Background: an optimization exercise with open tools, aiming at small area. Do not read the settings as production practice.
RTL that was checked went through simulation tests only; none was proved equivalent to the original.
No activity file was given, so power comes from the tool's default toggle rates.

== job 101 ==
// top
module top (
    input  wire       clk_2m,
    input  wire       clk_10k,
    input  wire       rst_n,
    output wire       m_seq_out,
    output wire       sys_clk_out,
    output wire       locked,
    output wire [3:0] DCBA,
    output wire [5:0] w_out,
    output wire       dot
);
For scale: ~970 cells after synthesis, about 14000 um2 of cells after synthesis.
Settings: LEC_CHECK=0, CAP_MARGIN=20, CORE_MARGIN=2, CORE_UTILIZATION=40, CTS_BUF_LIST=sky130_fd_sc_hd__clkbuf_8, CTS_CLUSTER_DIAMETER=50, CTS_CLUSTER_SIZE=20, SLEW_MARGIN=20; clock period 40.0 ns.
run.sh (not shown) runs the stock make flow with config.mk's settings and CLKGATE_MAP_FILE= SYNTH_SCRIPT=/design/flow/synth_recipe.tcl, a recipe that flattens the netlist after the stock synthesis.
Job 101: done, clean on timing, DRC and antenna
Inputs modified between job 101 and job 102:
==> flow/flow/run.sh (new file) <==
#!/bin/bash
# Standard layout, with clock tree synthesis run without dummy loads.
set -euo pipefail
export CTS_ARGS="-sink_clustering_enable -repair_clock_nets -dont_use_dummy_load -buf_list sky130_fd_sc_hd__clkbuf_8 -sink_clustering_size 20 -sink_clustering_max_diameter 50"
bash standard.sh > standard.log 2>&1
==> flow/standard.sh (new file) <==
#!/bin/bash
# synth_recipe.tcl (not shown) runs the flow's synth.tcl, then flattens the netlist and writes it again
# the make line also repeats each setting of config.mk as NAME=value (left out here)
make -C /OpenROAD-flow-scripts/flow DESIGN_CONFIG=/design/flow/config.mk WORK_HOME=/design/flow/orfs CLKGATE_MAP_FILE= SYNTH_SCRIPT=/design/flow/synth_recipe.tcl "${@:-finish}"
--- a/flow/config.mk
+++ b/flow/config.mk
@@ -10,5 +10,2 @@
 export CORE_UTILIZATION = 40
-export CTS_BUF_LIST = sky130_fd_sc_hd__clkbuf_8
-export CTS_CLUSTER_DIAMETER = 50
-export CTS_CLUSTER_SIZE = 20
 export SLEW_MARGIN = 20
removed: flow/run.sh
## What came out
- Between job 101 and job 102, the flow reports cell-internal power decreasing by a little under 10%.
- Per the comparison of job 102 with job 101, leakage power total moved down; area of all placed cells without fillers went down 2.3%.
- Job 101 consumes more power than job 102.
- In the tables for job 101 and job 102, register fraction of the total cell area reads lower with job 101.
- Compared with job 101, in job 102 utilization went down, relative contribution of combinational cells to total power went up, combined global-route utilization of all metal layers did not really move.
- Compared with job 101, job 102 shows a lower clock power.
- Comparing proportion of cell area spent on the clock network for job 101 and job 102, the bigger number came from job 101.
No functional check of the RTL was part of any run of this note.

* * *

The RTL this note starts from:
==> flow/design.v <==
module m_sequence_generator (
    input  wire clk_2m,
    input  wire rst_n,
    input  wire step,
    output reg  m_seq_out
);
reg [7:0] lfsr;
wire feedback = lfsr[7] ^ lfsr[3] ^ lfsr[2] ^ lfsr[1];
always @(posedge clk_2m or negedge rst_n) begin
    if (!rst_n) begin
        lfsr      <= 8'b10101010;
        m_seq_out <= 1'b0;
    end else if (step) begin
        lfsr      <= {lfsr[6:0], feedback};
        m_seq_out <= lfsr[7];
    end
end
endmodule
module dpll_clock_recovery (
    input  wire clk_2m,
    input  wire rst_n,
    input  wire pulse_edge,      
    input  wire gate_done,       
    input  wire m_seq_in,
    output reg  recovered_clk,
    output reg  locked
);
parameter KP = 8'h10;    
parameter KI = 8'h05;    
reg [30:0] acc;
reg [30:0] INIT_INC;
reg        gate_done_d;
wire       cnt = pulse_edge & ~gate_done;
wire load_all = ~rst_n;
wire acc_clr  = gate_done_d | load_all;
wire [30:0] acc_next;
rca #(31) acc_add (
    .a(acc & {31{~acc_clr}}),
    .b({19'd0, cnt, 4'd0, cnt, cnt, 3'd0, cnt, cnt}),    
    .ci(1'b0),
    .s(acc_next)
);
always @(posedge clk_2m or negedge rst_n) begin
    if (!rst_n)
        gate_done_d <= 1'b0;
    else
        gate_done_d <= gate_done;
end
always @(posedge clk_2m) begin
    acc <= acc_next;
    if (acc_clr)
        INIT_INC <= acc;
end
reg [1:0] m_seq_delay;
always @(posedge clk_2m) m_seq_delay <= {m_seq_delay[0], m_seq_in};
wire edge_detected = m_seq_delay[1] ^ m_seq_delay[0];
reg [15:0] phase_now, phase_diff, phase_error;
reg [21:0] int_error;      
reg [31:0] dco_phase;
reg [31:0] dco_increment;
reg [7:0]  lock_counter;
wire [21:0] int_sum;
rca #(22) int_add (
    .a(int_error),
    .b({{8{phase_error[15]}}, phase_error[15:2]}),
    .ci(1'b0),
    .s(int_sum)
);
wire int_hi = ~int_error[21] & int_error[20];
wire int_lo = int_error[21] & (~int_error[20] | ~|int_error[19:0]);
wire [21:0] int_next = int_hi ? 22'h0FFFFF :
                       int_lo ? 22'h300001 : int_sum;
wire [23:0] int_sx = {{2{int_error[21]}}, int_error};
wire [23:0] int5;
rca #(24) int5_add (
    .a(int_sx),
    .b({int_sx[21:0], 2'b00}),
    .ci(1'b0),
    .s(int5)
);
wire [23:0] i_term = {{8{int5[23]}}, int5[23:8]};
wire [24:0] pi_sum;
rca #(25) pi_add (
    .a({1'b0, i_term}),
    .b({9'd0, phase_error}),
    .ci(1'b0),
    .s(pi_sum)
);
wire [31:0] inc_next;
rca #(32) inc_add (
    .a({1'b0, INIT_INC}),
    .b({7'd0, pi_sum}),
    .ci(1'b0),
    .s(inc_next)
);
wire pe_small = phase_error[15] ? (phase_error > 16'hFFCE) : (phase_error < 16'd50);
wire lc_sat = pe_small ? (&lock_counter) : ~|lock_counter;
wire [7:0] lc_next;
rca #(8) lc_add (
    .a(lock_counter),
    .b({{7{~pe_small}}, 1'b1}),
    .ci(1'b0),
    .s(lc_next)
);
wire [31:0] phase_next;
rca #(32) nco_add (
    .a(dco_phase),
    .b(dco_increment),
    .ci(1'b0),
    .s(phase_next)
);
always @(posedge clk_2m or negedge rst_n) begin
    if (!rst_n) begin
        int_error     <= 22'd0;
        dco_phase     <= 32'd0;
        lock_counter  <= 8'd0;
        recovered_clk <= 1'b0;
        locked        <= 1'b0;
    end else begin
        if (edge_detected) begin
            int_error <= int_next;
            if (!lc_sat)
                lock_counter <= lc_next;
        end
        dco_phase     <= phase_next;
        recovered_clk <= dco_phase[31];
        locked        <= (lock_counter > 8'd32);
    end
end
always @(posedge clk_2m) begin
    if (edge_detected | load_all) begin
        phase_now     <= dco_phase[31:16] & {16{rst_n}};
        phase_diff    <= phase_now;
        phase_error   <= phase_diff;
        dco_increment <= inc_next;
    end
end
endmodule
module display (
    input  wire       sys_clk,
    input  wire       rst_n,
    input  wire       pulse_edge,
    input  wire       gate_done,
    output wire       dot,
    output reg  [3:0] DCBA,
    output reg  [5:0] w_out
);
reg [23:0] pulse_bcd;    
reg [23:0] freq_bcd;     
wire        clr = gate_done | ~rst_n;
wire [6:0]  carry;
wire [23:0] bcd_next;
assign carry[0] = pulse_edge;
genvar k;
generate
    for (k = 0; k < 6; k = k + 1) begin : digit
        wire [3:0] d = pulse_bcd[4*k +: 4];
        wire [3:0] n;
        assign n[0] = ~d[0];
        assign n[1] = ~d[3] & (d[1] ^ d[0]);
        assign n[2] = d[2] ^ (d[1] & d[0]);
        assign n[3] = (d[2] & d[1] & d[0]) | (d[3] & ~d[0]);
        assign carry[k+1] = carry[k] & d[3] & d[0];
        assign bcd_next[4*k +: 4] = clr ? 4'd0 : carry[k] ? n : d;
    end
endgenerate
always @(posedge sys_clk)
    pulse_bcd <= bcd_next;
always @(posedge sys_clk or negedge rst_n) begin
    if (!rst_n)
        freq_bcd <= 24'd0;
    else if (gate_done)
        freq_bcd <= pulse_bcd;
end
localparam [10:0] SCAN_FIRST = 11'h066;
localparam [10:0] SCAN_LAST  = 11'h533;
reg [10:0] scan_cnt;
reg [2:0]  scan_sel;
wire       scan_hit = (scan_cnt == SCAN_LAST);
always @(posedge sys_clk or negedge rst_n) begin
    if (!rst_n) begin
        scan_cnt <= SCAN_FIRST;
        scan_sel <= 3'd0;
    end else begin
        scan_cnt <= {scan_cnt[9:0], scan_cnt[10] ^ scan_cnt[8]} ^ {1'b0, scan_hit, 9'b0};
        if (scan_hit)
            scan_sel <= scan_sel + 1'b1;
    end
end
assign dot = 1'b1;
always @(*) begin
    case (scan_sel)
        3'd0: begin w_out = 6'b111110; DCBA = freq_bcd[23:20]; end
        3'd1: begin w_out = 6'b111101; DCBA = freq_bcd[19:16]; end
        3'd2: begin w_out = 6'b111011; DCBA = freq_bcd[15:12]; end
        3'd3: begin w_out = 6'b110111; DCBA = freq_bcd[11:8];  end
        3'd4: begin w_out = 6'b101111; DCBA = freq_bcd[7:4];   end
        3'd5: begin w_out = 6'b011111; DCBA = freq_bcd[3:0];   end
        default: begin w_out = 6'b111111; DCBA = 4'd0; end
    endcase
end
endmodule
module top (
    input  wire       clk_2m,
    input  wire       clk_10k,
    input  wire       rst_n,
    output wire       m_seq_out,
    output wire       sys_clk_out,
    output wire       locked,
    output wire [3:0] DCBA,
    output wire [5:0] w_out,
    output wire       dot
);
reg sync0, sync1;
always @(posedge clk_2m or negedge rst_n) begin
    if (!rst_n) begin
        sync0 <= 1'b0;
        sync1 <= 1'b0;
    end else begin
        sync0 <= clk_10k;
        sync1 <= sync0;
    end
end
wire rise = sync0 & ~sync1;
localparam [20:0] GATE_FIRST = 21'h0bf6b1;
localparam [20:0] GATE_LAST  = 21'h11fb58;
reg [20:0] gate_cnt;
reg        gate_done;
wire       gate_hit = (gate_cnt == GATE_LAST);
always @(posedge clk_2m or negedge rst_n) begin
    if (!rst_n) begin
        gate_cnt  <= GATE_FIRST;
        gate_done <= 1'b0;
    end else begin
        gate_cnt  <= {gate_cnt[19:0], gate_cnt[20] ^ gate_cnt[18]} ^ {1'b0, gate_hit, 19'b0};
        gate_done <= gate_hit;
    end
end
m_sequence_generator m_seq_gen (
    .clk_2m(clk_2m),
    .rst_n(rst_n),
    .step(rise),
    .m_seq_out(m_seq_out)
);
dpll_clock_recovery dpll_clock_recovery (
    .clk_2m(clk_2m),
    .rst_n(rst_n),
    .pulse_edge(rise),
    .gate_done(gate_done),
    .m_seq_in(m_seq_out),
    .recovered_clk(sys_clk_out),
    .locked(locked)
);
display display (
    .sys_clk(clk_2m),
    .rst_n(rst_n),
    .pulse_edge(rise),
    .gate_done(gate_done),
    .dot(dot),
    .DCBA(DCBA),
    .w_out(w_out)
);
endmodule
module rca #(
    parameter W = 8
) (
    input  wire [W-1:0] a,
    input  wire [W-1:0] b,
    input  wire         ci,
    output wire [W-1:0] s
);
wire [W:0] c;
assign c[0] = ci;
genvar i;
generate
    for (i = 0; i < W; i = i + 1) begin : bit_
        wire nc = ~c[i];
        assign s[i]   = ~(a[i] ^ b[i] ^ nc);
        assign c[i+1] = ~((~a[i] & ~b[i]) | (nc & ~(a[i] & b[i])));
    end
endgenerate
endmodule
export LEC_CHECK = 0
export CAP_MARGIN = 20
export CORE_MARGIN = 2
export CORE_UTILIZATION = 65
export SLEW_MARGIN = 20
create_clock -name core_clock -period 40.0 [get_ports {clk_2m}]
standard.sh (not shown) runs the stock make flow with config.mk's settings and CLKGATE_MAP_FILE= SYNTH_SCRIPT=/design/flow/synth_recipe.tcl, a recipe that flattens the netlist after the stock synthesis.
==> flow/flow/run.sh <==
#!/bin/bash
# Standard layout, with clock tree synthesis run without dummy loads and the
# port buffers built from the smallest buffer.
set -euo pipefail
export CTS_ARGS="-sink_clustering_enable -repair_clock_nets -dont_use_dummy_load -buf_list {sky130_fd_sc_hd__clkbuf_4 sky130_fd_sc_hd__clkbuf_8} -sink_clustering_size 16 -sink_clustering_max_diameter 40"
export BUFFER_PORTS_ARGS="-buffer_cell sky130_fd_sc_hd__buf_1"
bash standard.sh > standard.log 2>&1
Edit:
==> flow/flow/run.sh (replaced) <==
#!/bin/bash
# Standard layout, with clock tree synthesis run without dummy loads.
set -euo pipefail
export CTS_ARGS="-sink_clustering_enable -repair_clock_nets -dont_use_dummy_load -buf_list sky130_fd_sc_hd__clkbuf_8 -sink_clustering_size 20 -sink_clustering_max_diameter 50"
bash standard.sh > standard.log 2>&1
--- a/flow/config.mk
+++ b/flow/config.mk
@@ -8,4 +8,4 @@
 export CAP_MARGIN = 20
 export CORE_MARGIN = 2
-export CORE_UTILIZATION = 65
+export CORE_UTILIZATION = 40
 export SLEW_MARGIN = 20
Sequential share of layout area fell by 0.70 points.
Wire length falls by a few percent.
Non-clock buffer count stays the same.
Core utilization decreases by 26 points.
Edit:
==> flow/flow/run.sh (replaced) <==
#!/bin/bash
# Standard layout, with clock tree synthesis run without dummy loads and the
# port buffers built from the smallest buffer.
set -euo pipefail
export CTS_ARGS="-sink_clustering_enable -repair_clock_nets -dont_use_dummy_load -buf_list sky130_fd_sc_hd__clkbuf_8 -sink_clustering_size 20 -sink_clustering_max_diameter 50"
export BUFFER_PORTS_ARGS="-buffer_cell sky130_fd_sc_hd__buf_1"
bash standard.sh > standard.log 2>&1
--- a/flow/config.mk
+++ b/flow/config.mk
@@ -8,4 +8,4 @@
 export CAP_MARGIN = 20
 export CORE_MARGIN = 2
-export CORE_UTILIZATION = 40
+export CORE_UTILIZATION = 80
 export SLEW_MARGIN = 20
After rerunning:
- The new run passed the timing, design-rule and antenna checks
- final cell count is lower by 17%
- flip-flop and latch count is unchanged
- critical path depth is higher by 1
- power drops by 0.68%
Edit:
==> flow/flow/run.sh (replaced) <==
#!/bin/bash
# Standard layout, with clock tree synthesis run without dummy loads and the
# port buffers built from the smallest buffer.
set -euo pipefail
export CTS_ARGS="-sink_clustering_enable -repair_clock_nets -dont_use_dummy_load -buf_list sky130_fd_sc_hd__clkbuf_16 -sink_clustering_size 40 -sink_clustering_max_diameter 60"
export BUFFER_PORTS_ARGS="-buffer_cell sky130_fd_sc_hd__buf_1"
bash standard.sh > standard.log 2>&1
--- a/flow/config.mk
+++ b/flow/config.mk
@@ -8,4 +8,4 @@
 export CAP_MARGIN = 20
 export CORE_MARGIN = 2
-export CORE_UTILIZATION = 80
+export CORE_UTILIZATION = 65
 export SLEW_MARGIN = 20
What happened:
- final area grows by about 1.5%
- worst setup slack gains 0.22 ns
- global-route usage is lower by 7.0 points
- via count came out lower by about 3%
- area after synthesis is unchanged
- wire length shrinks by about 9%
- cell count grows by 3.9%

[re-timing with driven ports]
The flow's constraints put no driver on any port. The routed layouts listed below were extracted and timed again, unchanged, in two steps. Step 1: set_driving_cell puts a clkbuf_16 on clk_2m and a buf_2 on each other input, an assumption about the parent block. Step 2 also shifts input and output timing later by t, the mid clock arrival at the registers, as if the neighbouring blocks saw the same clock. Slacks: no drivers / after step 1 / after step 2; pairs: no drivers / after step 1.
run	shift t [ns]	setup slack, ns	hold slack, ns	worst setup path after step 2	latest minus earliest clock arrival (ns)
job 101	0.571	25.715 / 25.729 / 25.158	0.367 / 0.367 / 0.367	input to register	0.030 / 0.030
job 102	0.555	25.733 / 25.747 / 25.192	0.343 / 0.343 / 0.343	input to register	0.066 / 0.066
the first run of note 2	0.556	25.093 / 25.102 / 24.546	0.346 / 0.346 / 0.346	input to register	0.075 / 0.076
the second run of note 2	0.607	25.535 / 25.531 / 24.924	0.334 / 0.334 / 0.334	input to register	0.110 / 0.110
the third run of note 2	0.575	24.888 / 24.906 / 24.331	0.370 / 0.370 / 0.370	input to register	0.100 / 0.100
the fourth run of note 2	0.546	25.105 / 25.117 / 24.571	0.368 / 0.368 / 0.368	input to register	0.040 / 0.041
After both steps setup and hold are still met in every run listed. The setup slack of the second run of note 2, which loses most, moves by -0.004 ns with the drivers and by -0.611 ns with both steps.
